This is an optimization exercise on Yosys and OpenROAD, whose aim is small area, not a production implementation.
Function was checked by simulation only, so behaviour that the tests miss may differ from the original.

==> design/flow/design.v <==
`timescale 1ns/1ps
module fmul (
    input  wire        clk,
    input  wire [31:0] a,
    input  wire [31:0] b,
    output reg  [31:0] s
);
  reg [31:0] ra, rb;
  always @(posedge clk) begin
    ra <= a;
    rb <= b;
  end
  function [22:0] round_even(input [25:0] num);
    begin
      if ((4 < num[3:0] && num[3:0] < 8) || (11 < num[3:0]))
        round_even = num[25:3] + 23'd1;
      else
        round_even = num[25:3];
    end
  endfunction
  function round_even_carry(input [25:0] num);
    begin
      if (num[25:0] > 26'h3fffffb)
        round_even_carry = 1'b1;
      else
        round_even_carry = 1'b0;
    end
  endfunction
  localparam [31:0] NAN   = 32'h7fffffff;
  localparam [31:0] ZERO  = 32'h00000000;
  localparam [31:0] NZERO = 32'h80000000;
  localparam [31:0] INF   = 32'h7f800000;
  localparam [31:0] NINF  = 32'hff800000;
  reg [31:0] result;
  reg [8:0]  a_exp, b_exp, exp;
  reg [13:0] a_hmant, b_hmant, a_lmant, b_lmant;
  reg [27:0] product, ah_bh, ah_bl, al_bh;
  reg        s_bit;
  reg [25:0] mant;
  always @* begin
    result  = ZERO;
    a_exp   = 9'd0;
    b_exp   = 9'd0;
    exp     = 9'd0;
    a_hmant = 14'd0;
    b_hmant = 14'd0;
    a_lmant = 14'd0;
    b_lmant = 14'd0;
    product = 28'd0;
    ah_bh   = 28'd0;
    ah_bl   = 28'd0;
    al_bh   = 28'd0;
    s_bit   = 1'b0;
    mant    = 26'd0;
    if ((ra[30:23] == 8'd255 && ra[22:0] != 23'd0) ||
        (rb[30:23] == 8'd255 && rb[22:0] != 23'd0)) begin
      result = NAN;
    end else if ((ra[30:23] == 8'd255 && rb[30:23] == 8'd0) ||
                 (ra[30:23] == 8'd0 && rb[30:23] == 8'd255)) begin
      result = NAN;
    end else if (ra[30:23] == 8'd255 || rb[30:23] == 8'd255) begin
      if (ra[31] == rb[31])
        result = INF;
      else
        result = NINF;
    end else if (ra[30:23] == 8'd0 || rb[30:23] == 8'd0) begin
      if (ra[31] == rb[31])
        result = ZERO;
      else
        result = NZERO;
    end else begin
      result[31] = ra[31] ^ rb[31];
      a_exp = {1'b0, ra[30:23]};
      b_exp = {1'b0, rb[30:23]};
      exp   = a_exp + b_exp;
      a_hmant = {1'b1, ra[22:10]};
      b_hmant = {1'b1, rb[22:10]};
      a_lmant = {4'b0000, ra[9:0]};
      b_lmant = {4'b0000, rb[9:0]};
      ah_bh = a_hmant * b_hmant;
      ah_bl = a_hmant * b_lmant;
      al_bh = a_lmant * b_hmant;
      product = ah_bh + (ah_bl >> 10) + (al_bh >> 10);
      if (product[27] == 1'b1) begin
        s_bit = product[1] | product[0];
        mant  = {product[26:2], s_bit};
        result[22:0] = round_even(mant);
        exp = exp + 9'd1;
        if (round_even_carry(mant) == 1'b1)
          exp = exp + 9'd1;
      end else begin
        mant = product[25:0];
        result[22:0] = round_even(mant);
        if (round_even_carry(mant) == 1'b1)
          exp = exp + 9'd1;
      end
      if (exp > 9'd127) begin
        if ({1'b0, exp} - 10'd127 > 10'd254) begin
          if (ra[31] == rb[31])
            result = INF;
          else
            result = NINF;
        end else begin
          exp = exp - 9'd127;
          result[30:23] = exp[7:0];
        end
      end else begin
        if (ra[31] == rb[31])
          result = ZERO;
        else
          result = NZERO;
      end
    end
    s = result;
  end
endmodule
==> design/flow/run.sh <==
#!/bin/bash
# synth_recipe.tcl (not shown) runs the flow's synth.tcl, then flattens the netlist and writes it again
# the make line also repeats each setting of config.mk as NAME=value (left out here)
make -C /OpenROAD-flow-scripts/flow DESIGN_CONFIG=/design/flow/config.mk WORK_HOME=/design/flow/orfs CLKGATE_MAP_FILE= SYNTH_SCRIPT=/design/flow/synth_recipe.tcl finish
==> design/flow/config.mk <==
export PLATFORM = sky130hd
export DESIGN_NAME = fmul
export DESIGN_NICKNAME = fmul
export VERILOG_FILES = /design/flow/design.v
export SDC_FILE = /design/flow/constraint.sdc
export NUM_CORES = 4
export LEC_CHECK = 0
export CAP_MARGIN = 20
export CORE_MARGIN = 2
export CORE_UTILIZATION = 40
export SLEW_MARGIN = 20
==> design/flow/constraint.sdc <==
create_clock -name core_clock -period 18.0 [get_ports {clk}]
set_input_delay 3.6000 -clock core_clock [delete_from_list [all_inputs] [get_ports {clk}]]
set_output_delay 3.6000 -clock core_clock [all_outputs]
set_load 0.01 [all_outputs]
==> out/metrics.cfg <==
[detailed_routing]
vias = 16200
routed_wl_mm = 55.7
wl_per_cell_um = 18.2
drtPass1Iterations = 5
drc = 0
ant_nets = 0
via_per_inst = 5.27
drt_iter0_drc = 814

[worst_setup_path]
cp_max_fo = 8
required_ns = 14.40
critPathLaunch = ra[15]
cp_slowest_stage_delay_ns = 0.62
cpLargestDelayFamily = adder cells
endpoint = s[5]
crit_buf_inv = 11
crit_type = register to output port
cp.depth = 48
cpMostUsedCell = fa_1
worst_path_max_delay_cell = or4_4
worstPathArrival_ns = 13.95
endpoint_kind = output port
startpoint_type = register

[clock_network]
max-clock-path-buffers = 2
cts-root-buf = clkbuf_16
clock-sinks = 64
cts_max_level = 3
clkTransAtPathRegs_ns = 0.07
cts_tree = yes
cts_buffers = 9

[die]
die_x_um = 227
die_h_um = 227
fp.coreArea_mm2 = 0.0490
initial_core_util = 0.406
ios = 97
die-area_mm2 = 0.0515
placementRows = 81

[timing]
fin_ws_ns = 0.450
period_share = 0.975
fin_hold_ws_ns = 3.65
final_max_slew_viol_count = 0
relSlewSlack = 0.355
hold_viol_final = 0
fin_crit_ns = 17.55
tightest_slew_ns = 0.966
setup_viol = 0
fmaxAchievable_mhz = 57.0

[cells_and_area]
n_antenna_cell = 0
nets = 3048
fill_cells = 4855
area_growth_syn_to_layout_pct = 14.6
drive_gt1_frac = 0.0811
utilization = 0.465

[yosys]
avgSynthCellArea_um2 = 8.59
synth_cells = 2312
synth_area_mm2 = 0.0199
async_reset_ff_frac = 0
yosysWarnings = 1
ys_ff_latch = 64
ys_types = 80
ys_seq_area_frac = 0.0645
synth_flop_cell = dfxtp_1
synth_nets = 2960
synth_edf_count = 0

[grt]
grt_max_degree = 41
grt_first_pass_wirelength_mm = 90.6
track_usage = 0.226
grt-ovfl-total = 0
first_global_vias = 16900
antenna_found_initial = 1

[placed_design]
pre_cts_slack_ns = -0.186
hpwl_mm = 44.3
gp_congestion = 0.886
portBuffers = 96

[worst_hold_path]
hp-class = input port to register

[flow_run]
cap_violations = 0

[status]
status = timing/DRC/antenna clean

logic make-up (layout without fill, tap and decap cells):
group,after synthesis,in the layout,share of synthesized area
DFF,64,64,0.0645
and+or+nand+nor,774,774,0.195
buffers and inverters,519,610,0.100
xor gates and xnor gates,101,101,0.0445
muxes,3,3,0.00151
adders and majority gates,583,583,0.502
AOI/OAI and AO/OA,268,269,0.0929
layout by cell type, fill, tap and decap left out, types with 5 or more instances in the layout:
cell type	Yosys	routed
buf_6	3	7
xnor2_1	55	48
o2111ai_1	19	16
a21o_1	17	17
o21a_1	15	14
xnor2_2	0	7
nor4_1	20	17
and2_1	210	210
fa_1	356	356
nand3_1	34	33
or4_4	1	5
a31oi_1	8	5
or2_2	7	6
nor2b_1	7	7
nand4_1	17	17
o21bai_1	6	6
clkbuf_16	0	12
o21ai_1	27	26
inv_1	411	411
nand2b_1	10	10
a211oi_1	12	8
dfxtp_2	0	9
xor2_1	46	46
o31ai_1	6	6
o21ai_0	38	36
a21oi_1	58	49
nand2_1	308	307
clkdlybuf4s50_1	0	87
dfxtp_1	64	54
buf_4	3	74
o211ai_1	8	8
nor4b_1	5	5
dlymetal6s2s_1	0	7
ha_1	227	221
a21oi_2	0	7
or3_1	13	11
or4_1	10	7
nor3_1	28	27
and3_1	14	13
nor2_1	76	74
worst min path at each step:
stage,from,end,slack [ns],cells after the start
global placement,a[31],ra[31],4.05,1
detailed placement,b[2],rb[2],4.05,1
floorplan,a[0],ra[0],3.63,0
global route,b[8],rb[8],3.64,1
CTS,a[8],ra[8],3.63,1
finish,a[8],ra[8],3.65,1
flip-flops by register name (all words and copies together), names as in the netlist:
register	count
ra	32
rb	32
repair_timing:
item	in CTS	in global routing
hold buffers	0	0
endpoints found under the setup margin	31	31
gates cloned	1	3
buffers inserted	2	20
pin swaps	3	24
resized for setup	20	96
synth_stat cells, types with 4 or more instances:
master	count	area, um^2
a31oi_1	8	50.1
o21bai_1	6	45.0
nand2b_1	10	62.6
nor4b_1	5	43.8
inv_1	411	1540
xnor2_1	55	482
dfxtp_1	64	1280
or3_1	13	81.3
fa_1	356	7130
o31ai_1	6	45.0
a21o_1	17	128
nor4_1	20	125
or4_1	10	75.1
nor2_1	76	285
nand4_1	17	106
o2111ai_1	19	166
xor2_1	46	403
nand2_1	308	1160
and3_1	14	87.6
or2_2	7	43.8
clkbuf_1	95	357
o21ai_0	38	190
a211oi_1	12	90.1
and2_1	210	1310
nor2b_1	7	43.8
o211ai_1	8	60.1
nand3_1	34	170
o31a_1	4	35.0
buf_2	6	30.0
o21a_1	15	113
o21ai_1	27	135
nor3_1	28	140
a21oi_1	58	290
ha_1	227	2840
area by class of cell:
type | count | area (um^2) | area share
Multi-Input combinational cell | 1730 | 17000 | 0.748
Timing Repair Buffer | 184 | 1740 | 0.0764
Inverter | 411 | 1540 | 0.0677
Sequential cell | 64 | 1300 | 0.0569
Tap cell | 664 | 831 | 0.0365
Clock buffer | 10 | 239 | 0.0105
Clock inverter | 5 | 81.3 | 0.00357
through the flow:
stage / setup TNS, ns / std cells / area, um^2
after floorplan: 0 / 2312 / 19900
after global placement: -0.0605 / 3027 / 21700
after detailed placement: -3.44 / 3027 / 21700
after CTS: 0 / 3045 / 22100
after global routing: -0.880 / 3068 / 22800
final: 0 / 3068 / 22800
per-layer routing:
layer  wire length, um  global-route usage  vias to the layer above
met2             27400               0.379                      443
met5                 8                   0                        -
li1                  -                   -                     7498
met1             23800               0.298                     8138
met3              3150              0.0384                       84
met4              1440              0.0707                        2

[re-timing with driven ports]
The results above use ideal ports. As a check the final layout listed here was re-extracted and re-timed, cells and wires unchanged. Step 1: set_driving_cell puts a clkbuf_16 on clk and a buf_2 on each other input, an assumption about the parent block. Step 2 times the ports against the registers' clock, not the clock port: input delays grow and output delays shrink by t, the midpoint of the rising clock arrivals with the driver on. Slacks: ideal ports / drivers / drivers and shift; pairs: ideal ports / drivers.
t (ns): 0.437
slack for setup (ns): 0.450 / 0.393 / 0.830
slew at the worst register clock pin (ns): 0.07 / 0.07
After both steps this run still meets setup and hold. The setup slack of this run moves by -0.057 ns with the drivers and by +0.380 ns with both steps.
